What follows belongs to an exercise in optimizing a design on an open flow for small area, a short achievable clock period and few clock cycles; a production flow would make more cautious choices. Where RTL was checked, it was by simulation tests only, not by an equivalence proof against the original. Function not checked in run 3: the RTL went through the layout flow alone.

File: design.v
module SP_wocg(
	clk,
	rst_n,
	in_valid,
	in_data,
	in_mode,
	out_valid,
	out_data
);
input clk, rst_n, in_valid;
input [2:0] in_mode;
input [8:0] in_data;
output reg out_valid;
output reg [8:0] out_data;
integer k;
reg [4:0] cnt;           
reg [2:0] mode;
wire start = (cnt == 5'd0) && in_valid;
reg [4:0] os;
always @(*) begin
	case ({mode[2], mode[1]})
		2'b00: os = 5'd6;
		2'b10: os = 5'd9;
		2'b01: os = 5'd11;
		default: os = 5'd16;
	endcase
end
wire last = (cnt == os + 5'd5);
always @(posedge clk or negedge rst_n) begin
	if (!rst_n) cnt <= 5'd0;
	else if (start) cnt <= 5'd1;
	else if (cnt != 5'd0) cnt <= last ? 5'd0 : cnt + 5'd1;
end
always @(posedge clk) if (start) mode <= in_mode;
wire ph_in   = (cnt >= 5'd1)  && (cnt <= 5'd6);    
wire ph_nl   = (cnt >= 5'd2)  && (cnt <= 5'd7);    
wire ph_b    = (cnt >= 5'd3)  && (cnt <= 5'd8);    
wire ph_k    = mode[1] && (cnt >= 5'd8)  && (cnt <= 5'd13);   
wire ph_c    = mode[1] && (cnt >= 5'd10) && (cnt <= 5'd15);   
wire ph_out;              
reg  [2:0] oc;
reg  ph_o;
assign ph_out = ph_o;
always @(posedge clk or negedge rst_n) begin
	if (!rst_n) begin
		ph_o <= 1'b0;
		oc   <= 3'd0;
	end else begin
		ph_o <= (cnt != 5'd0) && (cnt + 5'd1 >= os) && !last;
		oc   <= ph_o ? oc + 3'd1 : 3'd0;
	end
end
function [8:0] qadd;     
	input [8:0] x, y;
	reg [8:0] s, s2;
	begin
		s  = {1'b0, x[7:0]} + {1'b0, y[7:0]};
		s2 = s - 9'd254;
		if (s >= 9'd254) qadd = {~(x[8] ^ y[8]), s2[7:0]};
		else             qadd = {x[8] ^ y[8], s[7:0]};
	end
endfunction
function [8:0] qsub;     
	input [8:0] x, y;
	reg [8:0] d, d2;
	begin
		d  = {1'b0, x[7:0]} - {1'b0, y[7:0]};
		d2 = d + 9'd254;
		if (d[8]) qsub = {~(x[8] ^ y[8]), d2[7:0]};
		else      qsub = {x[8] ^ y[8], d[7:0]};
	end
endfunction
function [8:0] madd;     
	input [8:0] x, y;
	reg [9:0] s, s1;
	begin
		s  = {1'b0, x} + {1'b0, y};
		s1 = s - 10'd509;
		madd = s1[9] ? s[8:0] : s1[8:0];
	end
endfunction
function [8:0] madd3;    
	input [8:0] x, y, z;
	reg [10:0] s, s1, s2;
	begin
		s  = {2'b0, x} + {2'b0, y} + {2'b0, z};
		s1 = s - 11'd509;
		s2 = s - 11'd1018;
		madd3 = !s2[10] ? s2[8:0] : !s1[10] ? s1[8:0] : s[8:0];
	end
endfunction
reg [8:0] a_r;
always @(posedge clk) a_r <= in_data;
wire       a_hi = a_r > 9'd254;
wire [8:0] a_f  = a_hi ? 9'd509 - a_r : a_r;
reg  [8:0] nlog_t;
always @(*) begin
	case (a_f[7:0])
      8'd0: nlog_t = 9'd0;
      8'd1: nlog_t = 9'd0;
      8'd2: nlog_t = 9'd509;
      8'd3: nlog_t = 9'd501;
      8'd4: nlog_t = 9'd508;
      8'd5: nlog_t = 9'd420;
      8'd6: nlog_t = 9'd500;
      8'd7: nlog_t = 9'd185;
      8'd8: nlog_t = 9'd507;
      8'd9: nlog_t = 9'd492;
      8'd10: nlog_t = 9'd419;
      8'd11: nlog_t = 9'd38;
      8'd12: nlog_t = 9'd499;
      8'd13: nlog_t = 9'd131;
      8'd14: nlog_t = 9'd184;
      8'd15: nlog_t = 9'd411;
      8'd16: nlog_t = 9'd506;
      8'd17: nlog_t = 9'd100;
      8'd18: nlog_t = 9'd491;
      8'd19: nlog_t = 9'd25;
      8'd20: nlog_t = 9'd418;
      8'd21: nlog_t = 9'd176;
      8'd22: nlog_t = 9'd37;
      8'd23: nlog_t = 9'd208;
      8'd24: nlog_t = 9'd498;
      8'd25: nlog_t = 9'd330;
      8'd26: nlog_t = 9'd130;
      8'd27: nlog_t = 9'd483;
      8'd28: nlog_t = 9'd183;
      8'd29: nlog_t = 9'd150;
      8'd30: nlog_t = 9'd410;
      8'd31: nlog_t = 9'd391;
      8'd32: nlog_t = 9'd505;
      8'd33: nlog_t = 9'd29;
      8'd34: nlog_t = 9'd99;
      8'd35: nlog_t = 9'd95;
      8'd36: nlog_t = 9'd490;
      8'd37: nlog_t = 9'd308;
      8'd38: nlog_t = 9'd24;
      8'd39: nlog_t = 9'd122;
      8'd40: nlog_t = 9'd417;
      8'd41: nlog_t = 9'd367;
      8'd42: nlog_t = 9'd175;
      8'd43: nlog_t = 9'd196;
      8'd44: nlog_t = 9'd36;
      8'd45: nlog_t = 9'd402;
      8'd46: nlog_t = 9'd207;
      8'd47: nlog_t = 9'd469;
      8'd48: nlog_t = 9'd497;
      8'd49: nlog_t = 9'd372;
      8'd50: nlog_t = 9'd329;
      8'd51: nlog_t = 9'd91;
      8'd52: nlog_t = 9'd129;
      8'd53: nlog_t = 9'd269;
      8'd54: nlog_t = 9'd482;
      8'd55: nlog_t = 9'd458;
      8'd56: nlog_t = 9'd182;
      8'd57: nlog_t = 9'd16;
      8'd58: nlog_t = 9'd149;
      8'd59: nlog_t = 9'd55;
      8'd60: nlog_t = 9'd409;
      8'd61: nlog_t = 9'd435;
      8'd62: nlog_t = 9'd390;
      8'd63: nlog_t = 9'd167;
      8'd64: nlog_t = 9'd504;
      8'd65: nlog_t = 9'd41;
      8'd66: nlog_t = 9'd28;
      8'd67: nlog_t = 9'd486;
      8'd68: nlog_t = 9'd98;
      8'd69: nlog_t = 9'd199;
      8'd70: nlog_t = 9'd94;
      8'd71: nlog_t = 9'd58;
      8'd72: nlog_t = 9'd489;
      8'd73: nlog_t = 9'd324;
      8'd74: nlog_t = 9'd307;
      8'd75: nlog_t = 9'd321;
      8'd76: nlog_t = 9'd23;
      8'd77: nlog_t = 9'd223;
      8'd78: nlog_t = 9'd121;
      8'd79: nlog_t = 9'd361;
      8'd80: nlog_t = 9'd416;
      8'd81: nlog_t = 9'd474;
      8'd82: nlog_t = 9'd366;
      8'd83: nlog_t = 9'd304;
      8'd84: nlog_t = 9'd174;
      8'd85: nlog_t = 9'd10;
      8'd86: nlog_t = 9'd195;
      8'd87: nlog_t = 9'd141;
      8'd88: nlog_t = 9'd35;
      8'd89: nlog_t = 9'd340;
      8'd90: nlog_t = 9'd401;
      8'd91: nlog_t = 9'd318;
      8'd92: nlog_t = 9'd206;
      8'd93: nlog_t = 9'd382;
      8'd94: nlog_t = 9'd468;
      8'd95: nlog_t = 9'd445;
      8'd96: nlog_t = 9'd496;
      8'd97: nlog_t = 9'd334;
      8'd98: nlog_t = 9'd371;
      8'd99: nlog_t = 9'd20;
      8'd100: nlog_t = 9'd328;
      8'd101: nlog_t = 9'd344;
      8'd102: nlog_t = 9'd90;
      8'd103: nlog_t = 9'd80;
      8'd104: nlog_t = 9'd128;
      8'd105: nlog_t = 9'd86;
      8'd106: nlog_t = 9'd268;
      8'd107: nlog_t = 9'd220;
      8'd108: nlog_t = 9'd481;
      8'd109: nlog_t = 9'd70;
      8'd110: nlog_t = 9'd457;
      8'd111: nlog_t = 9'd299;
      8'd112: nlog_t = 9'd181;
      8'd113: nlog_t = 9'd274;
      8'd114: nlog_t = 9'd15;
      8'd115: nlog_t = 9'd118;
      8'd116: nlog_t = 9'd148;
      8'd117: nlog_t = 9'd113;
      8'd118: nlog_t = 9'd54;
      8'd119: nlog_t = 9'd287;
      8'd120: nlog_t = 9'd408;
      8'd121: nlog_t = 9'd76;
      8'd122: nlog_t = 9'd434;
      8'd123: nlog_t = 9'd358;
      8'd124: nlog_t = 9'd389;
      8'd125: nlog_t = 9'd238;
      8'd126: nlog_t = 9'd166;
      8'd127: nlog_t = 9'd258;
      8'd128: nlog_t = 9'd503;
      8'd129: nlog_t = 9'd187;
      8'd130: nlog_t = 9'd40;
      8'd131: nlog_t = 9'd413;
      8'd132: nlog_t = 9'd27;
      8'd133: nlog_t = 9'd210;
      8'd134: nlog_t = 9'd485;
      8'd135: nlog_t = 9'd393;
      8'd136: nlog_t = 9'd97;
      8'd137: nlog_t = 9'd124;
      8'd138: nlog_t = 9'd198;
      8'd139: nlog_t = 9'd471;
      8'd140: nlog_t = 9'd93;
      8'd141: nlog_t = 9'd460;
      8'd142: nlog_t = 9'd57;
      8'd143: nlog_t = 9'd169;
      8'd144: nlog_t = 9'd488;
      8'd145: nlog_t = 9'd60;
      8'd146: nlog_t = 9'd323;
      8'd147: nlog_t = 9'd363;
      8'd148: nlog_t = 9'd306;
      8'd149: nlog_t = 9'd143;
      8'd150: nlog_t = 9'd320;
      8'd151: nlog_t = 9'd447;
      8'd152: nlog_t = 9'd22;
      8'd153: nlog_t = 9'd82;
      8'd154: nlog_t = 9'd222;
      8'd155: nlog_t = 9'd301;
      8'd156: nlog_t = 9'd120;
      8'd157: nlog_t = 9'd289;
      8'd158: nlog_t = 9'd360;
      8'd159: nlog_t = 9'd260;
      8'd160: nlog_t = 9'd415;
      8'd161: nlog_t = 9'd395;
      8'd162: nlog_t = 9'd473;
      8'd163: nlog_t = 9'd171;
      8'd164: nlog_t = 9'd365;
      8'd165: nlog_t = 9'd449;
      8'd166: nlog_t = 9'd303;
      8'd167: nlog_t = 9'd262;
      8'd168: nlog_t = 9'd173;
      8'd169: nlog_t = 9'd264;
      8'd170: nlog_t = 9'd9;
      8'd171: nlog_t = 9'd7;
      8'd172: nlog_t = 9'd194;
      8'd173: nlog_t = 9'd428;
      8'd174: nlog_t = 9'd140;
      8'd175: nlog_t = 9'd5;
      8'd176: nlog_t = 9'd34;
      8'd177: nlog_t = 9'd46;
      8'd178: nlog_t = 9'd339;
      8'd179: nlog_t = 9'd192;
      8'd180: nlog_t = 9'd400;
      8'd181: nlog_t = 9'd108;
      8'd182: nlog_t = 9'd317;
      8'd183: nlog_t = 9'd426;
      8'd184: nlog_t = 9'd205;
      8'd185: nlog_t = 9'd216;
      8'd186: nlog_t = 9'd381;
      8'd187: nlog_t = 9'd138;
      8'd188: nlog_t = 9'd467;
      8'd189: nlog_t = 9'd158;
      8'd190: nlog_t = 9'd444;
      8'd191: nlog_t = 9'd3;
      8'd192: nlog_t = 9'd495;
      8'd193: nlog_t = 9'd103;
      8'd194: nlog_t = 9'd333;
      8'd195: nlog_t = 9'd32;
      8'd196: nlog_t = 9'd370;
      8'd197: nlog_t = 9'd375;
      8'd198: nlog_t = 9'd19;
      8'd199: nlog_t = 9'd44;
      8'd200: nlog_t = 9'd327;
      8'd201: nlog_t = 9'd477;
      8'd202: nlog_t = 9'd343;
      8'd203: nlog_t = 9'd337;
      8'd204: nlog_t = 9'd89;
      8'd205: nlog_t = 9'd277;
      8'd206: nlog_t = 9'd79;
      8'd207: nlog_t = 9'd190;
      8'd208: nlog_t = 9'd127;
      8'd209: nlog_t = 9'd63;
      8'd210: nlog_t = 9'd85;
      8'd211: nlog_t = 9'd398;
      8'd212: nlog_t = 9'd267;
      8'd213: nlog_t = 9'd49;
      8'd214: nlog_t = 9'd219;
      8'd215: nlog_t = 9'd106;
      8'd216: nlog_t = 9'd480;
      8'd217: nlog_t = 9'd66;
      8'd218: nlog_t = 9'd69;
      8'd219: nlog_t = 9'd315;
      8'd220: nlog_t = 9'd456;
      8'd221: nlog_t = 9'd231;
      8'd222: nlog_t = 9'd298;
      8'd223: nlog_t = 9'd424;
      8'd224: nlog_t = 9'd180;
      8'd225: nlog_t = 9'd312;
      8'd226: nlog_t = 9'd273;
      8'd227: nlog_t = 9'd203;
      8'd228: nlog_t = 9'd14;
      8'd229: nlog_t = 9'd348;
      8'd230: nlog_t = 9'd117;
      8'd231: nlog_t = 9'd214;
      8'd232: nlog_t = 9'd147;
      8'd233: nlog_t = 9'd453;
      8'd234: nlog_t = 9'd112;
      8'd235: nlog_t = 9'd379;
      8'd236: nlog_t = 9'd53;
      8'd237: nlog_t = 9'd352;
      8'd238: nlog_t = 9'd286;
      8'd239: nlog_t = 9'd136;
      8'd240: nlog_t = 9'd407;
      8'd241: nlog_t = 9'd228;
      8'd242: nlog_t = 9'd75;
      8'd243: nlog_t = 9'd465;
      8'd244: nlog_t = 9'd433;
      8'd245: nlog_t = 9'd282;
      8'd246: nlog_t = 9'd357;
      8'd247: nlog_t = 9'd156;
      8'd248: nlog_t = 9'd388;
      8'd249: nlog_t = 9'd295;
      8'd250: nlog_t = 9'd237;
      8'd251: nlog_t = 9'd442;
      8'd252: nlog_t = 9'd165;
      8'd253: nlog_t = 9'd246;
      8'd254: nlog_t = 9'd257;
      8'd255: nlog_t = 9'd0;
	endcase
end
wire [8:0] nl_a = {nlog_t[8] ^ a_hi, nlog_t[7:0]};
reg  [8:0] e_in;
reg  [8:0] v_r;
reg  [8:0] ns;
reg  [8:0] exp_t;
always @(*) begin
	case (e_in[7:0])
      8'd0: exp_t = 9'd1;
      8'd1: exp_t = 9'd2;
      8'd2: exp_t = 9'd4;
      8'd3: exp_t = 9'd8;
      8'd4: exp_t = 9'd16;
      8'd5: exp_t = 9'd32;
      8'd6: exp_t = 9'd64;
      8'd7: exp_t = 9'd128;
      8'd8: exp_t = 9'd256;
      8'd9: exp_t = 9'd3;
      8'd10: exp_t = 9'd6;
      8'd11: exp_t = 9'd12;
      8'd12: exp_t = 9'd24;
      8'd13: exp_t = 9'd48;
      8'd14: exp_t = 9'd96;
      8'd15: exp_t = 9'd192;
      8'd16: exp_t = 9'd384;
      8'd17: exp_t = 9'd259;
      8'd18: exp_t = 9'd9;
      8'd19: exp_t = 9'd18;
      8'd20: exp_t = 9'd36;
      8'd21: exp_t = 9'd72;
      8'd22: exp_t = 9'd144;
      8'd23: exp_t = 9'd288;
      8'd24: exp_t = 9'd67;
      8'd25: exp_t = 9'd134;
      8'd26: exp_t = 9'd268;
      8'd27: exp_t = 9'd27;
      8'd28: exp_t = 9'd54;
      8'd29: exp_t = 9'd108;
      8'd30: exp_t = 9'd216;
      8'd31: exp_t = 9'd432;
      8'd32: exp_t = 9'd355;
      8'd33: exp_t = 9'd201;
      8'd34: exp_t = 9'd402;
      8'd35: exp_t = 9'd295;
      8'd36: exp_t = 9'd81;
      8'd37: exp_t = 9'd162;
      8'd38: exp_t = 9'd324;
      8'd39: exp_t = 9'd139;
      8'd40: exp_t = 9'd278;
      8'd41: exp_t = 9'd47;
      8'd42: exp_t = 9'd94;
      8'd43: exp_t = 9'd188;
      8'd44: exp_t = 9'd376;
      8'd45: exp_t = 9'd243;
      8'd46: exp_t = 9'd486;
      8'd47: exp_t = 9'd463;
      8'd48: exp_t = 9'd417;
      8'd49: exp_t = 9'd325;
      8'd50: exp_t = 9'd141;
      8'd51: exp_t = 9'd282;
      8'd52: exp_t = 9'd55;
      8'd53: exp_t = 9'd110;
      8'd54: exp_t = 9'd220;
      8'd55: exp_t = 9'd440;
      8'd56: exp_t = 9'd371;
      8'd57: exp_t = 9'd233;
      8'd58: exp_t = 9'd466;
      8'd59: exp_t = 9'd423;
      8'd60: exp_t = 9'd337;
      8'd61: exp_t = 9'd165;
      8'd62: exp_t = 9'd330;
      8'd63: exp_t = 9'd151;
      8'd64: exp_t = 9'd302;
      8'd65: exp_t = 9'd95;
      8'd66: exp_t = 9'd190;
      8'd67: exp_t = 9'd380;
      8'd68: exp_t = 9'd251;
      8'd69: exp_t = 9'd502;
      8'd70: exp_t = 9'd495;
      8'd71: exp_t = 9'd481;
      8'd72: exp_t = 9'd453;
      8'd73: exp_t = 9'd397;
      8'd74: exp_t = 9'd285;
      8'd75: exp_t = 9'd61;
      8'd76: exp_t = 9'd122;
      8'd77: exp_t = 9'd244;
      8'd78: exp_t = 9'd488;
      8'd79: exp_t = 9'd467;
      8'd80: exp_t = 9'd425;
      8'd81: exp_t = 9'd341;
      8'd82: exp_t = 9'd173;
      8'd83: exp_t = 9'd346;
      8'd84: exp_t = 9'd183;
      8'd85: exp_t = 9'd366;
      8'd86: exp_t = 9'd223;
      8'd87: exp_t = 9'd446;
      8'd88: exp_t = 9'd383;
      8'd89: exp_t = 9'd257;
      8'd90: exp_t = 9'd5;
      8'd91: exp_t = 9'd10;
      8'd92: exp_t = 9'd20;
      8'd93: exp_t = 9'd40;
      8'd94: exp_t = 9'd80;
      8'd95: exp_t = 9'd160;
      8'd96: exp_t = 9'd320;
      8'd97: exp_t = 9'd131;
      8'd98: exp_t = 9'd262;
      8'd99: exp_t = 9'd15;
      8'd100: exp_t = 9'd30;
      8'd101: exp_t = 9'd60;
      8'd102: exp_t = 9'd120;
      8'd103: exp_t = 9'd240;
      8'd104: exp_t = 9'd480;
      8'd105: exp_t = 9'd451;
      8'd106: exp_t = 9'd393;
      8'd107: exp_t = 9'd277;
      8'd108: exp_t = 9'd45;
      8'd109: exp_t = 9'd90;
      8'd110: exp_t = 9'd180;
      8'd111: exp_t = 9'd360;
      8'd112: exp_t = 9'd211;
      8'd113: exp_t = 9'd422;
      8'd114: exp_t = 9'd335;
      8'd115: exp_t = 9'd161;
      8'd116: exp_t = 9'd322;
      8'd117: exp_t = 9'd135;
      8'd118: exp_t = 9'd270;
      8'd119: exp_t = 9'd31;
      8'd120: exp_t = 9'd62;
      8'd121: exp_t = 9'd124;
      8'd122: exp_t = 9'd248;
      8'd123: exp_t = 9'd496;
      8'd124: exp_t = 9'd483;
      8'd125: exp_t = 9'd457;
      8'd126: exp_t = 9'd405;
      8'd127: exp_t = 9'd301;
      8'd128: exp_t = 9'd93;
      8'd129: exp_t = 9'd186;
      8'd130: exp_t = 9'd372;
      8'd131: exp_t = 9'd235;
      8'd132: exp_t = 9'd470;
      8'd133: exp_t = 9'd431;
      8'd134: exp_t = 9'd353;
      8'd135: exp_t = 9'd197;
      8'd136: exp_t = 9'd394;
      8'd137: exp_t = 9'd279;
      8'd138: exp_t = 9'd49;
      8'd139: exp_t = 9'd98;
      8'd140: exp_t = 9'd196;
      8'd141: exp_t = 9'd392;
      8'd142: exp_t = 9'd275;
      8'd143: exp_t = 9'd41;
      8'd144: exp_t = 9'd82;
      8'd145: exp_t = 9'd164;
      8'd146: exp_t = 9'd328;
      8'd147: exp_t = 9'd147;
      8'd148: exp_t = 9'd294;
      8'd149: exp_t = 9'd79;
      8'd150: exp_t = 9'd158;
      8'd151: exp_t = 9'd316;
      8'd152: exp_t = 9'd123;
      8'd153: exp_t = 9'd246;
      8'd154: exp_t = 9'd492;
      8'd155: exp_t = 9'd475;
      8'd156: exp_t = 9'd441;
      8'd157: exp_t = 9'd373;
      8'd158: exp_t = 9'd237;
      8'd159: exp_t = 9'd474;
      8'd160: exp_t = 9'd439;
      8'd161: exp_t = 9'd369;
      8'd162: exp_t = 9'd229;
      8'd163: exp_t = 9'd458;
      8'd164: exp_t = 9'd407;
      8'd165: exp_t = 9'd305;
      8'd166: exp_t = 9'd101;
      8'd167: exp_t = 9'd202;
      8'd168: exp_t = 9'd404;
      8'd169: exp_t = 9'd299;
      8'd170: exp_t = 9'd89;
      8'd171: exp_t = 9'd178;
      8'd172: exp_t = 9'd356;
      8'd173: exp_t = 9'd203;
      8'd174: exp_t = 9'd406;
      8'd175: exp_t = 9'd303;
      8'd176: exp_t = 9'd97;
      8'd177: exp_t = 9'd194;
      8'd178: exp_t = 9'd388;
      8'd179: exp_t = 9'd267;
      8'd180: exp_t = 9'd25;
      8'd181: exp_t = 9'd50;
      8'd182: exp_t = 9'd100;
      8'd183: exp_t = 9'd200;
      8'd184: exp_t = 9'd400;
      8'd185: exp_t = 9'd291;
      8'd186: exp_t = 9'd73;
      8'd187: exp_t = 9'd146;
      8'd188: exp_t = 9'd292;
      8'd189: exp_t = 9'd75;
      8'd190: exp_t = 9'd150;
      8'd191: exp_t = 9'd300;
      8'd192: exp_t = 9'd91;
      8'd193: exp_t = 9'd182;
      8'd194: exp_t = 9'd364;
      8'd195: exp_t = 9'd219;
      8'd196: exp_t = 9'd438;
      8'd197: exp_t = 9'd367;
      8'd198: exp_t = 9'd225;
      8'd199: exp_t = 9'd450;
      8'd200: exp_t = 9'd391;
      8'd201: exp_t = 9'd273;
      8'd202: exp_t = 9'd37;
      8'd203: exp_t = 9'd74;
      8'd204: exp_t = 9'd148;
      8'd205: exp_t = 9'd296;
      8'd206: exp_t = 9'd83;
      8'd207: exp_t = 9'd166;
      8'd208: exp_t = 9'd332;
      8'd209: exp_t = 9'd155;
      8'd210: exp_t = 9'd310;
      8'd211: exp_t = 9'd111;
      8'd212: exp_t = 9'd222;
      8'd213: exp_t = 9'd444;
      8'd214: exp_t = 9'd379;
      8'd215: exp_t = 9'd249;
      8'd216: exp_t = 9'd498;
      8'd217: exp_t = 9'd487;
      8'd218: exp_t = 9'd465;
      8'd219: exp_t = 9'd421;
      8'd220: exp_t = 9'd333;
      8'd221: exp_t = 9'd157;
      8'd222: exp_t = 9'd314;
      8'd223: exp_t = 9'd119;
      8'd224: exp_t = 9'd238;
      8'd225: exp_t = 9'd476;
      8'd226: exp_t = 9'd443;
      8'd227: exp_t = 9'd377;
      8'd228: exp_t = 9'd245;
      8'd229: exp_t = 9'd490;
      8'd230: exp_t = 9'd471;
      8'd231: exp_t = 9'd433;
      8'd232: exp_t = 9'd357;
      8'd233: exp_t = 9'd205;
      8'd234: exp_t = 9'd410;
      8'd235: exp_t = 9'd311;
      8'd236: exp_t = 9'd113;
      8'd237: exp_t = 9'd226;
      8'd238: exp_t = 9'd452;
      8'd239: exp_t = 9'd395;
      8'd240: exp_t = 9'd281;
      8'd241: exp_t = 9'd53;
      8'd242: exp_t = 9'd106;
      8'd243: exp_t = 9'd212;
      8'd244: exp_t = 9'd424;
      8'd245: exp_t = 9'd339;
      8'd246: exp_t = 9'd169;
      8'd247: exp_t = 9'd338;
      8'd248: exp_t = 9'd167;
      8'd249: exp_t = 9'd334;
      8'd250: exp_t = 9'd159;
      8'd251: exp_t = 9'd318;
      8'd252: exp_t = 9'd127;
      8'd253: exp_t = 9'd254;
      8'd254: exp_t = 9'd0;
      8'd255: exp_t = 9'd0;
	endcase
end
always @(posedge clk) v_r <= e_in[8] ? 9'd509 - exp_t : exp_t;
reg [8:0] rs [0:5];      
reg [8:0] rc [0:5];      
reg [2:0] rk [0:5];      
reg       rv [0:5];      
wire [8:0] kexp = mode[0] ? qsub(ns, rc[0]) : qsub(rc[0], ns);
always @(posedge clk) e_in <= ph_k ? kexp : nl_a;
always @(posedge clk) if (ph_nl) ns <= (cnt == 5'd2) ? e_in : qadd(ns, e_in);
wire [8:0] bval = mode[0] ? v_r : rs[1];
wire [8:0] sval = madd(rs[1], bval);
wire       ins_b = mode[2] && !mode[1] && ph_b;    
wire       ins_c = mode[2] && ph_c;                
wire       ins   = ins_b || ins_c;
wire [8:0] ins_x = mode[1] ? v_r : bval;
reg  [5:0] lt;
reg  [2:0] nrank;
always @(*) begin
	nrank = 3'd0;
	for (k = 0; k < 6; k = k + 1) begin
		lt[k] = ins_x < rc[k];
		nrank = nrank + {2'b0, rv[k] & ~lt[k]};
	end
end
always @(posedge clk) begin
	for (k = 0; k < 6; k = k + 1) begin
		rs[(k+1)%6] <= rs[k];
		rc[(k+1)%6] <= rc[k];
		rk[(k+1)%6] <= rk[k] + {2'b0, ins & rv[k] & lt[k]};
		rv[(k+1)%6] <= rv[k] & ~start;
	end
	if (ph_in) rs[0] <= a_r;
	if (ph_nl) rc[1] <= e_in;
	if (ph_b) begin
		rs[2] <= sval;
		rc[2] <= mode[1] ? rc[1] : bval;
	end
	if (ins_b) begin
		rk[2] <= nrank;
		rv[2] <= 1'b1;
	end
	if (ph_c) rc[3] <= v_r;
	if (ins_c) begin
		rk[3] <= nrank;
		rv[3] <= 1'b1;
	end
end
reg  [8:0] o_s, o_c, o_d;
always @(*) begin
	case ({mode[2], mode[1]})
		2'b10:   begin o_s = rs[1]; o_c = rc[1]; end
		2'b11:   begin o_s = rs[2]; o_c = rc[2]; end
		2'b01:   begin o_s = rs[3]; o_c = rc[3]; end
		default: begin o_s = rs[4]; o_c = rc[4]; end
	endcase
	o_d = 9'd0;
	for (k = 0; k < 6; k = k + 1)
		o_d = o_d | ((rk[k] == oc) ? rc[k] : 9'd0);
	if (!mode[2]) o_d = o_c;
end
wire [8:0] e_val = madd3(o_s, o_c, o_d);
always @(posedge clk or negedge rst_n) begin
	if (!rst_n) begin
		out_valid <= 1'b0;
		out_data  <= 9'd0;
	end else begin
		out_valid <= ph_out;
		out_data  <= ph_out ? e_val : 9'd0;
	end
end
endmodule
File: config.mk
export PLATFORM = sky130hd
export DESIGN_NAME = SP_wocg
export DESIGN_NICKNAME = SP_wocg
export VERILOG_FILES = /design/flow/design.v
export SDC_FILE = /design/flow/constraint.sdc
export NUM_CORES = 4
export LEC_CHECK = 0
export ABC_AREA = 1
export ABC_CLOCK_PERIOD_IN_PS = 4000
export CAP_MARGIN = 20
export CORE_MARGIN = 2
export CORE_UTILIZATION = 40
export SETUP_SLACK_MARGIN = 4.0
export SLEW_MARGIN = 20
export SYNTH_MEMORY_MAX_BITS = 16384
File: run.sh
#!/bin/bash
# synth_recipe.tcl (not shown) runs the flow's synth.tcl, then flattens the netlist and writes it again
# the make line also repeats each setting of config.mk as NAME=value (left out here)
make -C /OpenROAD-flow-scripts/flow DESIGN_CONFIG=/design/flow/config.mk WORK_HOME=/design/flow/orfs CLKGATE_MAP_FILE= SYNTH_SCRIPT=/design/flow/synth_recipe.tcl finish
File: constraint.sdc
create_clock -name core_clock -period 8.0 [get_ports {clk}]
set_input_delay 1.6000 -clock core_clock [delete_from_list [all_inputs] [get_ports {clk}]]
set_output_delay 1.6000 -clock core_clock [all_outputs]
set_load 0.01 [all_outputs]
==> metrics.csv, run 1 <==
stage,metric,value,unit
timing,setup_viol_count_final,0,
layout,final_net_count,3165,
timing,finalCriticalPeriod,4.71,ns
critical_path,cp-end-kind,flop,
timing,final_max_slew_viol_count,0,
layout,fillers,4230,
route,postRouteWirelength,85.2,mm
route,top_layer,met5,
route,met3_length,10.1,mm
layout,layout-drive-gt1-share,0.252,
die,initial_core_utilization,0.403,
critical_path,critPathRequiredTime,8.39,ns
layout,antenna-diode-count,0,
route,drt-initial-drc-count,3352,
die,number_of_i_o_pins,25,
yosys,syn_area,18200,µm²
critical_path,worstReg2RegEnd,out_data[5],
yosys,synth-seq-cells,199,
route,drtPass1Iterations,12,
hold_path,worstHoldEndpoint,rs[1][1],
critical_path,timing.reg2reg.worst_path_depth,27,
yosys,synthSimpleGateAreaFrac,0.350,
route,route.layer.met1.wl,31.5,mm
clocking,insertion_delay,0.46,ns
run,cap_viol_max_count,0,
grt,largest_net_degree_at_the_start_of_global_routing,58,
yosys,yosys.area_share.xor_xnor,0.0360,
critical_path,setup.worst_path.start_class,flop,
yosys,netlist_instances,2794,
grt,grt_overflow,0,
placed_design,placed_instances,3300,
clocking,cts_tree,built,
yosys,syn_area_per_cell,6.52,µm²
clocking,max_root_sink_buffers,2,
critical_path,timing.rr.start,mode[2],
timing,max-slew-margin-rel,0.436,
yosys,synth_warnings,5,
critical_path,crit_path_max_incr_delay,0.49,ns
grt,grt_antenna_before_repair,0,
critical_path,crit_arrival,5.10,ns
yosys,postSynth.asyncResetShare,0.0955,
yosys,synth-edff-count,12,
yosys,dominantRegCellSynth,dfxtp_1,
placed_design,port_buffers,24,
yosys,yosysSeqAreaShare,0.230,
die,floorplan.die.height,217,µm
grt,grt_usage,0.333,
hold_path,hp-class,flop to flop,
yosys,adder_cell_share_of_the_synthesized_area,0.131,
placed_design,place.gp.congestion,1.07,
timing,layout_worst_path_cycle_share,0.589,
timing,tns,0,ns
hold_path,worstHoldPathCells,0,
route,routed_via_density,6.28,
die,fp.dieArea,47300,µm²
critical_path,crit_type,flop to flop,
timing,final.setup_skew,0.0190,ns
timing,fmax,212,MHz
clocking,cts_inserted_buffers,17,
timing,worst_slew_pin_slew,0.843,ns
grt,first_pass_grt_wire_length,122,mm
critical_path,reg2reg_slack,3.29,ns
yosys,syn-num-nets,2990,
yosys,synth_compound_area_frac,0.149,
clocking,clock_root_buffer,clkbuf_16,
clocking,cts.reportedPaths.clkPinSlew,0.08,ns
route,wl_met2,36.1,mm
critical_path,worst_path_max_delay_cell,fa_1,
layout,instances_no_fill,3582,
timing,report.final.hold_viol_count,0,
die,coreArea,45200,µm²
clocking,clock_sinks,199,
placed_design,detailed_place_hpwl,52.5,mm
critical_path,worstPathMaxFanout,8,
die,rows,78,
route,detailroute.via_count,22500,
yosys,combinational_family_with_the_most_area_after_synthesis,simple AND/OR/NAND/NOR gates,
hold_path,hp-start,rs[0][1],
route,ant_nets,0,
layout,layout-area-overhead-vs-synth,32.9,%
grt,via_count_of_the_first_global_routing_pass,20900,
die,die_x,217,µm
route,final_routed_wire_length_divided_by_cell_count,23.8,µm
yosys,ys_types,55,
yosys,muxShareOfSynthArea,0.000618,
run_status,status,no timing/DRC/antenna violations,
clocking,htreeDepth,4,
timing,rsz0062_at_grt,yes,
route,drcViolationCount,0,
worst max path at each step:
stage / startpoint / end / depth (start not counted)
final: mode[2] / out_data[5] / 27
after global routing: mode[2] / out_data[5] / 27
after CTS: mode[1] / out_data[7] / 28
after detailed placement: a_r[1] / exp_t[8] / 26
after global placement: a_r[1] / exp_t[4] / 28
after floorplan: mode[1] / out_data[7] / 31
through the flow:
step                setup slack, ns  utilization  cell area (µm²)  hold WS [ns]
finish                         3.29        0.536            24200         0.324
global route                   3.03        0.536            24200         0.334
floorplan                      3.49            -            18400         0.310
CTS                            3.59        0.490            22200         0.331
global placement               2.00        0.415            18800         0.310
detailed placement             2.09        0.415            18800         0.315
cells in the mapped netlist (11+ instances only):
library cell | instances | area [µm²]
buf_4 | 29 | 218
nand2_2 | 25 | 156
nor3_1 | 11 | 55.1
dfrtp_1 | 19 | 475
o21ai_1 | 15 | 75.1
o22ai_1 | 29 | 181
ha_1 | 164 | 2050
o21ai_0 | 180 | 901
a21oi_1 | 144 | 721
edfxtp_1 | 12 | 360
clkbuf_1 | 36 | 135
o211ai_1 | 26 | 195
nand2_1 | 615 | 2310
xor2_1 | 45 | 394
xnor2_1 | 28 | 245
fa_1 | 17 | 340
nand3_1 | 603 | 3020
nor2_1 | 135 | 507
dfxtp_1 | 168 | 3360
buf_2 | 61 | 305
a31oi_1 | 17 | 106
inv_1 | 283 | 1060
a221oi_1 | 12 | 105
state kept, by name (all words and copies together), names as in the netlist:
| name | flops |
|---|---|
| mode | 3 |
| rs | 54 |
| out_data | 9 |
| a_r | 9 |
| rv | 6 |
| out_valid | 1 |
| rc | 54 |
| cnt | 5 |
| ns | 9 |
| v_r | 9 |
| rk | 18 |
| ph_o | 1 |
| e_in | 9 |
| exp_t | 9 |
| oc | 3 |
placed cells by master, fill, tap and decap left out, types with 28 or more instances in the layout:
cell type,count
nand2_1,529
nand3_1,486
inv_1,244
buf_4,183
dfxtp_1,159
o21ai_0,140
ha_1,130
a21oi_1,120
nor2_1,113
nand3_2,87
nand2_2,65
nand2_4,43
xor2_1,41
nand3_4,38
o21ai_1,35
buf_6,31
o22ai_1,28
worst max-delay path: cells and delay by family, from the launching register on:
kind,cells,cell delay (ns)
adder cells (fa/ha/maj),3,1.03
buffers and inverters,5,0.52
flip-flops,1,0.38
AO/OA/AOI/OAI,8,1.50
AND/OR/NAND/NOR,10,1.03
XOR/XNOR,1,0.19
layout make-up:
| type | instances | area (µm²) | area share |
|---|---|---|---|
| well taps | 600 | 751 | 0.0310 |
| multi-input cells | 2178 | 14800 | 0.610 |
| clock buffers | 17 | 425 | 0.0176 |
| clock inverters | 15 | 158 | 0.00651 |
| repair buffers | 269 | 2590 | 0.107 |
| repair inverters | 7 | 61.3 | 0.00253 |
| inverters | 297 | 1240 | 0.0513 |
| flip-flops and latches | 199 | 4230 | 0.175 |
per-layer routing:
layer | vias up | global-route usage
li1 | 9836 | -
met1 | 10300 | 0.407
met2 | 1719 | 0.515
met3 | 614 | 0.0840
met4 | 2 | 0.227
met5 | - | 0.00729
kinds of logic after synthesis:
group                      count (synthesis)
muxes                                      1
adders and majority gates                181
AOI/OAI and AO/OA                        475
and+or+nand+nor                         1431
xor gates and xnor gates                  74
buffers and inverters                    433
DFF                                      199
repair_timing:
action	CTS	global route
setup endpoints to repair	46	27
resized for setup	367	287
hold buffers	0	0
gates cloned	19	10
pin swaps	99	129
setup buffers	134	87
Testbench counts, summed over its fixed seeds: cycles 6,715.
==> run 2, diff against run 1 <==
--- a/config.mk
+++ b/config.mk
@@ -6,10 +6,10 @@
 export NUM_CORES = 4
 export LEC_CHECK = 0
 export ABC_AREA = 1
-export ABC_CLOCK_PERIOD_IN_PS = 4000
+export ABC_CLOCK_PERIOD_IN_PS = 3000
 export CAP_MARGIN = 20
 export CORE_MARGIN = 2
 export CORE_UTILIZATION = 40
-export SETUP_SLACK_MARGIN = 4.0
+export SETUP_SLACK_MARGIN = 5.0
 export SLEW_MARGIN = 20
 export SYNTH_MEMORY_MAX_BITS = 16384
==> run 2 against run 1 <==
Clock skew is 0.0055 ns lower. Cell area up 13%. Non-clock buffer count up 133. Critical path depth decreased by 2. Cell count increased by 3.9%. Via count up 3.1%.
==> metrics.csv, run 2 <==
stage,metric,value,unit,change
run_status,status,no timing/DRC/antenna violations,,
layout,mostFrequentLayoutCells,"nand2_1 (478), nand3_1 (407), buf_4 (268)",,
yosys,synth.most_common_cell,nand2_1,,
placed_design,port_buffers,24,,unchanged
timing,worst_slew_pin_slew,1.01,ns,+0.167 ns
layout,multi_input_comb_area,16500,µm²,+11%
grt,grt_usage,0.361,,+0.0275
clocking,max_root_sink_buffers,2,,unchanged
clocking,clock_sinks,199,,unchanged
critical_path,worst_path_max_delay_cell,fa_1,,
timing,layout_worst_path_cycle_share,0.580,,-0.00931
die,floorplan.die.height,217,µm,unchanged
die,number_of_i_o_pins,25,,unchanged
yosys,yosysTopAreaCellShare,0.185,,unchanged
critical_path,crit_arrival,5.03,ns,-0.07 ns
placed_design,detailed_place_hpwl,54.3,mm,+3.4%
route,drcViolationCount,0,,unchanged
yosys,synth_top_area_cell,dfxtp_1,,
timing,finalCriticalPeriod,4.64,ns,-0.0745 ns
clocking,insertion_delay,0.47,ns,about the same
placed_design,placed_instances,3302,,+0.061%
timing,max-slew-margin-rel,0.324,,-0.112
yosys,synth_warnings,5,,unchanged
die,coreArea,45200,µm²,unchanged
yosys,synth_top_cells_by_area,"dfxtp_1 (18%), nand3_1 (17%), nand2_1 (13%)",,
grt,grt_busiest_layer,met2,,
placed_design,place.gp.congestion,0.997,,-6.5%
clocking,cts.reportedPaths.clkPinSlew,0.08,ns,about the same
grt,via_count_of_the_first_global_routing_pass,21900,,+4.8%
hold_path,hp-class,flop to flop,,
yosys,synth-seq-cells,199,,unchanged
route,drt-initial-drc-count,3404,,+1.6%
yosys,syn_area,18200,µm²,unchanged
yosys,yosysSeqAreaShare,0.230,,unchanged
critical_path,critical-path-top-cell-by-count,nor2_1,,
grt,globalRouteMet1Util,0.430,,+0.0236
critical_path,worstPathMaxFanout,8,,unchanged
yosys,ys_types,55,,unchanged
grt,grt_antenna_before_repair,3,,+3
timing,final.setup_skew,0.0135,ns,-0.00547 ns
layout,mostFrequentLayoutCell,nand2_1,,
yosys,dominantRegCellSynth,dfxtp_1,,
run,cap_viol_max_count,0,,unchanged
layout,layout.area.seq,4240,µm²,+0.21%
grt,grtUsageMet2,0.569,,+0.0539
yosys,netlist_instances,2794,,unchanged
layout,top_regs,"rc x54, rs x54, rk x18",,
clocking,clock_root_buffer,clkbuf_16,,
critical_path,cp-end-kind,flop,,
route,final_routed_wire_length_divided_by_cell_count,24.6,µm,+3.2%
layout,final_net_count,3304,,+4.4%
timing,rsz0062_at_grt,yes,,
layout,layout-area-overhead-vs-synth,50.1,%,
route,drtPass1Iterations,13,,+1
grt,met3_capacity_usage_during_global_routing,0.0904,,+0.00642
layout,instances_no_fill,3722,,+3.9%
yosys,syn-num-nets,2990,,unchanged
grt,grt_overflow,0,,unchanged
die,die_x,217,µm,unchanged
clocking,cts_inserted_buffers,17,,unchanged
route,routed_via_density,6.23,,-0.77%
grt,first_pass_grt_wire_length,131,mm,+6.9%
route,postRouteWirelength,91.4,mm,+7.3%
clocking,cts_hold_buffers,0,,unchanged
yosys,syn_area_per_cell,6.52,µm²,unchanged
clocking,htreeDepth,4,,unchanged
route,detailroute.via_count,23200,,+3.1%
critical_path,setup.worst_path.start_class,flop,,
timing,report.final.hold_viol_count,0,,unchanged
timing,fmax,216,MHz,+1.6%
layout,layout-drive-gt1-share,0.359,,+0.107
yosys,synth_top_cells_by_count,"nand2_1 (615), nand3_1 (603), inv_1 (283)",,
route,ant_nets,0,,unchanged
timing,setup_viol_count_final,0,,unchanged
timing,final_max_slew_viol_count,0,,unchanged
yosys,postSynth.asyncResetShare,0.0955,,unchanged
timing,tns,0,ns,unchanged
critical_path,crit_type,flop to flop,,
yosys,synth-edff-count,12,,unchanged
die,fp.dieArea,47300,µm²,unchanged
clocking,cts_tree,built,,
die,initial_core_utilization,0.403,,unchanged
critical_path,critPathRequiredTime,8.39,ns,about the same
grt,largest_net_degree_at_the_start_of_global_routing,53,,-8.6%
layout,fillers,3887,,-8.1%
critical_path,crit_path_max_incr_delay,0.56,ns,+0.07 ns
die,rows,78,,unchanged
[run 2: cell counts after synthesis]
Identical to the previous run, type by type.
[run 2: area by class of cell]
| type | instances | share of cell area |
|---|---|---|
| diodes | 1 | 0.0000915 |
| clock buffers | 18 | 0.0165 |
| clock inverters | 14 | 0.00554 |
| inverters | 297 | 0.0479 |
| multi-input cells | 2185 | 0.602 |
| flip-flops and latches | 199 | 0.155 |
| well taps | 600 | 0.0274 |
| repair buffers | 402 | 0.144 |
| repair inverters | 6 | 0.00238 |
[run 2: metrics by stage]
step	hold slack, ns	area [µm²]	worst slack (ns)	utilization
after floorplan	0.310	18800	3.49	-
after global placement	0.310	19100	2.46	0.422
after detailed placement	0.312	19100	2.40	0.422
after CTS	0.328	24600	3.56	0.544
after global routing	0.336	27400	3.23	0.605
final	0.328	27400	3.36	0.605
[run 2: cell families after synthesis]
group	Yosys count	share of synthesized area
compound gates	475	0.149
xor+xnor	74	0.0360
fa+ha+maj	181	0.131
buf+inv	433	0.103
flops	199	0.230
mux	1	0.000618
simple gates	1431	0.350
[run 2: final timing paths]
| path | start | cells after the start | end | slack [ns] |
|---|---|---|---|---|
| min reg2reg | rs[0][8] | 0 | rs[1][8] | 0.33 |
| max | mode[2] | 25 | out_data[7] | 3.36 |
| max reg2reg | mode[2] | 25 | out_data[7] | 3.36 |
| max in group asynchronous | rst_n | 1 | cnt[1] | 5.83 |
| min | rs[0][8] | 0 | rs[1][8] | 0.33 |
| min in group asynchronous | rst_n | 1 | oc[0] | 1.60 |
[run 2: what timing repair did]
| action | in CTS | in global routing |
|---|---|---|
| setup buffers | 225 | 124 |
| gates cloned | 29 | 9 |
| pin swaps | 222 | 230 |
| setup endpoints to repair | 62 | 59 |
| resized for setup | 633 | 363 |
[run 2: per-layer routing]
| layer | part of all wire | routed length (µm) | vias up |
|---|---|---|---|
| li1 | - | - | 10100 |
| met1 | 0.36 | 33100 | 10700 |
| met2 | 0.44 | 40400 | 1701 |
| met3 | 0.11 | 10300 | 630 |
| met4 | 0.083 | 7600 | 0 |
| met5 | 0 | 0 | - |
[run 2: worst max-delay path, delay by kind of cell (launching register included)]
| kind | cells | cell delay (ns) |
|---|---|---|
| AND/OR/NAND/NOR | 10 | 1.18 |
| AO/OA/AOI/OAI | 7 | 1.18 |
| adder cells (fa/ha/maj) | 3 | 0.96 |
| buffers and inverters | 4 | 0.62 |
| flip-flops | 1 | 0.52 |
| XOR/XNOR | 1 | 0.10 |
==> run 3, diff against run 2 <==
--- a/design.v
+++ b/design.v
@@ -37,6 +37,7 @@
 wire ph_b    = (cnt >= 5'd3)  && (cnt <= 5'd8);    
 wire ph_k    = mode[1] && (cnt >= 5'd8)  && (cnt <= 5'd13);   
 wire ph_c    = mode[1] && (cnt >= 5'd10) && (cnt <= 5'd15);   
+wire ph_s    = ph_c || (!mode[1] && (cnt >= 5'd4) && (cnt <= 5'd9));   
 wire ph_out;              
 reg  [2:0] oc;
 reg  ph_o;
@@ -79,16 +80,6 @@
 		madd = s1[9] ? s[8:0] : s1[8:0];
 	end
 endfunction
-function [8:0] madd3;    
-	input [8:0] x, y, z;
-	reg [10:0] s, s1, s2;
-	begin
-		s  = {2'b0, x} + {2'b0, y} + {2'b0, z};
-		s1 = s - 11'd509;
-		s2 = s - 11'd1018;
-		madd3 = !s2[10] ? s2[8:0] : !s1[10] ? s1[8:0] : s[8:0];
-	end
-endfunction
 reg [8:0] a_r;
 always @(posedge clk) a_r <= in_data;
 wire       a_hi = a_r > 9'd254;
@@ -624,7 +615,7 @@
 reg [8:0] rc [0:5];      
 reg [2:0] rk [0:5];      
 reg       rv [0:5];      
-wire [8:0] kexp = mode[0] ? qsub(ns, rc[0]) : qsub(rc[0], ns);
+wire [8:0] kexp = qsub(mode[0] ? ns : rc[0], mode[0] ? rc[0] : ns);
 always @(posedge clk) e_in <= ph_k ? kexp : nl_a;
 always @(posedge clk) if (ph_nl) ns <= (cnt == 5'd2) ? e_in : qadd(ns, e_in);
 wire [8:0] bval = mode[0] ? v_r : rs[1];
@@ -660,6 +651,7 @@
 		rv[2] <= 1'b1;
 	end
 	if (ph_c) rc[3] <= v_r;
+	if (ph_s) rs[3] <= madd(rs[2], mode[1] ? v_r : rc[2]);
 	if (ins_c) begin
 		rk[3] <= nrank;
 		rv[3] <= 1'b1;
@@ -678,7 +670,7 @@
 		o_d = o_d | ((rk[k] == oc) ? rc[k] : 9'd0);
 	if (!mode[2]) o_d = o_c;
 end
-wire [8:0] e_val = madd3(o_s, o_c, o_d);
+wire [8:0] e_val = madd(o_s, o_d);
 always @(posedge clk or negedge rst_n) begin
 	if (!rst_n) begin
 		out_valid <= 1'b0;
--- a/config.mk
+++ b/config.mk
@@ -6,10 +6,11 @@
 export NUM_CORES = 4
 export LEC_CHECK = 0
 export ABC_AREA = 1
-export ABC_CLOCK_PERIOD_IN_PS = 3000
+export ABC_CLOCK_PERIOD_IN_PS = 4000
 export CAP_MARGIN = 20
 export CORE_MARGIN = 2
 export CORE_UTILIZATION = 40
-export SETUP_SLACK_MARGIN = 5.0
+export SETUP_SLACK_MARGIN = 4.5
 export SLEW_MARGIN = 20
 export SYNTH_MEMORY_MAX_BITS = 16384
+export TNS_END_PERCENT = 5
==> run 3 against run 2 <==
Critical endpoint is now out_data[4]. Highest routed layer is now met5. Critical path type unchanged. Cell area is 15% lower. Flip-flop and latch count stayed put. Hold slack hardly changed. Non-clock buffer count is 205 lower. Cell count is 3.4% lower. Register-to-register slack better by 0.38 ns. Synthesized cell count is 3.5% higher.
==> metrics.csv, run 3 <==
stage,metric,value,unit,change
run_status,status,no timing/DRC/antenna violations,,
yosys,synth.most_common_cell,nand2_1,,
timing,finalCriticalPeriod,4.26,ns,-0.380 ns
route,final_routed_wire_length_divided_by_cell_count,24.0,µm,-2.3%
critical_path,worstPathMaxFanout,8,,unchanged
clocking,cts_hold_buffers,0,,unchanged
clocking,insertion_delay,0.46,ns,about the same
die,initial_core_utilization,0.407,,+0.00415
clocking,htreeDepth,4,,unchanged
critical_path,worstPathBufferInverterCount,4,,unchanged
grt,largest_net_degree_at_the_start_of_global_routing,38,,-28%
yosys,syn-num-nets,3078,,+2.9%
yosys,ys_types,53,,-3.6%
die,coreArea,45600,µm²,+0.86%
clocking,cts.reportedPaths.clkPinSlew,0.08,ns,about the same
route,postRouteWirelength,86.3,mm,-5.6%
timing,final_max_slew_viol_count,0,,unchanged
die,rows,78,,unchanged
route,routed_via_density,6.20,,-0.45%
timing,layout_worst_path_cycle_share,0.533,,-0.0475
timing,worst_slew_pin_slew,0.859,ns,-0.151 ns
clocking,cts_tree,built,,
die,die_x,219,µm,+0.93%
placed_design,port_buffers,24,,unchanged
yosys,synth-seq-cells,199,,unchanged
run,cap_viol_max_count,0,,unchanged
yosys,syn_area_per_cell,6.42,µm²,-1.6%
die,number_of_i_o_pins,25,,unchanged
die,fp.dieArea,48200,µm²,+1.9%
timing,max-slew-margin-rel,0.426,,+0.101
placed_design,place.gp.congestion,1.07,,+7.4%
placed_design,detailed_place_hpwl,56.7,mm,+4.6%
critical_path,cp-end-kind,flop,,
clocking,max_root_sink_buffers,2,,unchanged
layout,layout-drive-gt1-share,0.183,,-0.176
grt,grt_overflow,0,,unchanged
timing,report.final.hold_viol_count,0,,unchanged
critical_path,setup.worst_path.start_class,flop,,
clocking,clock_root_buffer,clkbuf_16,,
critical_path,crit_type,flop to flop,,
layout,layout-area-overhead-vs-synth,25.0,%,
yosys,synth_top_cells_by_area,"dfxtp_1 (18%), nand3_1 (16%), nand2_1 (14%)",,
yosys,yosysSeqAreaShare,0.226,,-0.00430
yosys,synth_warnings,5,,unchanged
critical_path,crit_path_max_incr_delay,0.53,ns,-0.03 ns
die,floorplan.die.height,219,µm,+0.93%
route,drcViolationCount,0,,unchanged
route,drtPass1Iterations,8,,-5
layout,top_regs,"rc x54, rs x54, rk x18",,
timing,final.setup_skew,0.0152,ns,+0.00168 ns
yosys,syn_area,18600,µm²,+1.9%
route,ant_nets,0,,unchanged
critical_path,crit_arrival,4.60,ns,-0.43 ns
timing,fmax,235,MHz,+8.9%
layout,mostFrequentLayoutCell,nand2_1,,
critical_path,critical-path-top-cell-by-count,nand2_1,,
yosys,postSynth.asyncResetShare,0.0955,,unchanged
yosys,yosysTopAreaCellShare,0.181,,-0.00345
timing,setup_viol_count_final,0,,unchanged
layout,mostFrequentLayoutCells,"nand2_1 (646), nand3_1 (534), inv_1 (252)",,
timing,tns,0,ns,unchanged
route,detailroute.via_count,22300,,-3.8%
yosys,synth-edff-count,12,,unchanged
clocking,clock_sinks,199,,unchanged
timing,rsz0062_at_grt,yes,,
layout,fillers,4447,,+14%
timing,worst_hold_slack,0.329,ns,+0.000260 ns
grt,first_pass_grt_wire_length,130,mm,-0.36%
clocking,cts_inserted_buffers,17,,unchanged
critical_path,path_depth,26,,+4.0%
grt,via_count_of_the_first_global_routing_pass,21400,,-2.3%
route,drt-initial-drc-count,3323,,-2.4%
hold_path,hp-class,flop to flop,,
yosys,synth_top_cells_by_count,"nand2_1 (704), nand3_1 (599), inv_1 (275)",,
yosys,dominantRegCellSynth,dfxtp_1,,
yosys,netlist_instances,2892,,+3.5%
layout,antenna-diode-count,0,,-1
hold_path,worstHoldPathCells,0,,unchanged
critical_path,worst_path_max_delay_cell,dfrtp_2,,
critical_path,critical_path.top_delay_family,simple AND/OR/NAND/NOR gates,,
critical_path,critPathRequiredTime,8.34,ns,-0.05 ns
grt,grt_antenna_before_repair,1,,-2
layout,final_net_count,3170,,-4.1%
grt,grt_usage,0.358,,-0.00320
critical_path,timing.reg2reg.worst_path_depth,26,,+4.0%
yosys,synth_top_area_cell,dfxtp_1,,
## run 3: cell types whose count changed after synthesis, moves of 9 or more
cell | previous run | this run
a21oi_1 | 144 | 134
fa_1 | 17 | 8
mux2_2 | 1 | 12
nand2_1 | 615 | 704
nand3_2 | 6 | 15
nor2_1 | 135 | 164
o21ai_0 | 180 | 163
o22ai_1 | 29 | 48
## run 3: layout make-up
cell class                      count  area, µm²  area share
Timing Repair inverter              5       31.3     0.00135
Clock buffer                       18        429      0.0185
Sequential cell                   199       4220       0.182
Multi-Input combinational cell   2279      14400       0.620
Inverter                          285       1150      0.0497
Timing Repair Buffer              197       2100      0.0906
Clock inverter                     14        135     0.00582
Tap cell                          600        751      0.0323
## run 3: what timing repair did
item / in CTS / in global routing
gates resized for setup: 368 / 69
gates cloned: 29 / 0
buffers inserted: 120 / 18
endpoints found under the hold margin: 0 / 0
pin swaps: 76 / 43
setup endpoints to repair: 60 / 65
## run 3: kinds of logic after synthesis
kind of cell,after synthesis,synth area share
AOI/OAI and AO/OA,448,0.138
buffers and inverters,430,0.103
muxes,12,0.00728
and+or+nand+nor,1547,0.368
DFF,199,0.226
xor gates and xnor gates,85,0.0401
adders and majority gates,171,0.118
## run 3: stage by stage
stage	utilization	worst slack, ns	std cells	cell area (µm²)
2_1_floorplan	-	4.09	2892	18700
3_3_place_gp	0.418	2.10	3398	19000
3_5_place_dp	0.418	2.08	3398	19000
4_1_cts	0.499	3.73	3579	22700
5_1_grt	0.509	3.49	3597	23200
6_report	0.509	3.74	3597	23200
## run 3: worst paths after layout
check / slack, ns / start / end
worst max-delay path: 3.74 / oc[2] / out_data[4]
worst min-delay path: 0.33 / rs[0][1] / rs[1][1]
worst max register to register: 3.74 / oc[2] / out_data[4]
worst min register to register: 0.33 / rs[0][1] / rs[1][1]
max in group asynchronous: 5.79 / rst_n / oc[0]
min in group asynchronous: 1.63 / rst_n / out_data[5]
## run 3: routing by layer
metal,global-route usage,share of wire,up-vias
met5,0,0.00012,-
met4,0.214,0.068,2
met3,0.0924,0.11,396
met2,0.561,0.44,1510
met1,0.439,0.39,10400
li1,-,-,9973

==> separate check: timing with driven ports <==
How much do the figures lean on ideal ports? The routed layouts below were timed once more, with nothing changed but the port constraints. Step 1: set_driving_cell puts a clkbuf_16 on clk and a buf_2 on each other input, an assumption about the parent block. Step 2 adds t to the input delays and takes it off the output delays; t is the mean of the earliest and latest rising clock arrival at the registers after step 1. Input paths then give back, and output paths get back, about the clock's delay inside the block. Three values: ideal ports, drivers, drivers and shift; two values: the first two.
run	t, ns	slack for setup (ns)	latest minus earliest clock arrival (ns)	pins driven straight from the clock port
run 1	0.498	3.285 / 3.285 / 3.285	0.021 / 0.020	1
run 2	0.510	3.360 / 3.360 / 3.360	0.013 / 0.014	1
run 3	0.512	3.740 / 3.740 / 3.740	0.016 / 0.016	1
After both steps setup and hold are still met in every run listed.
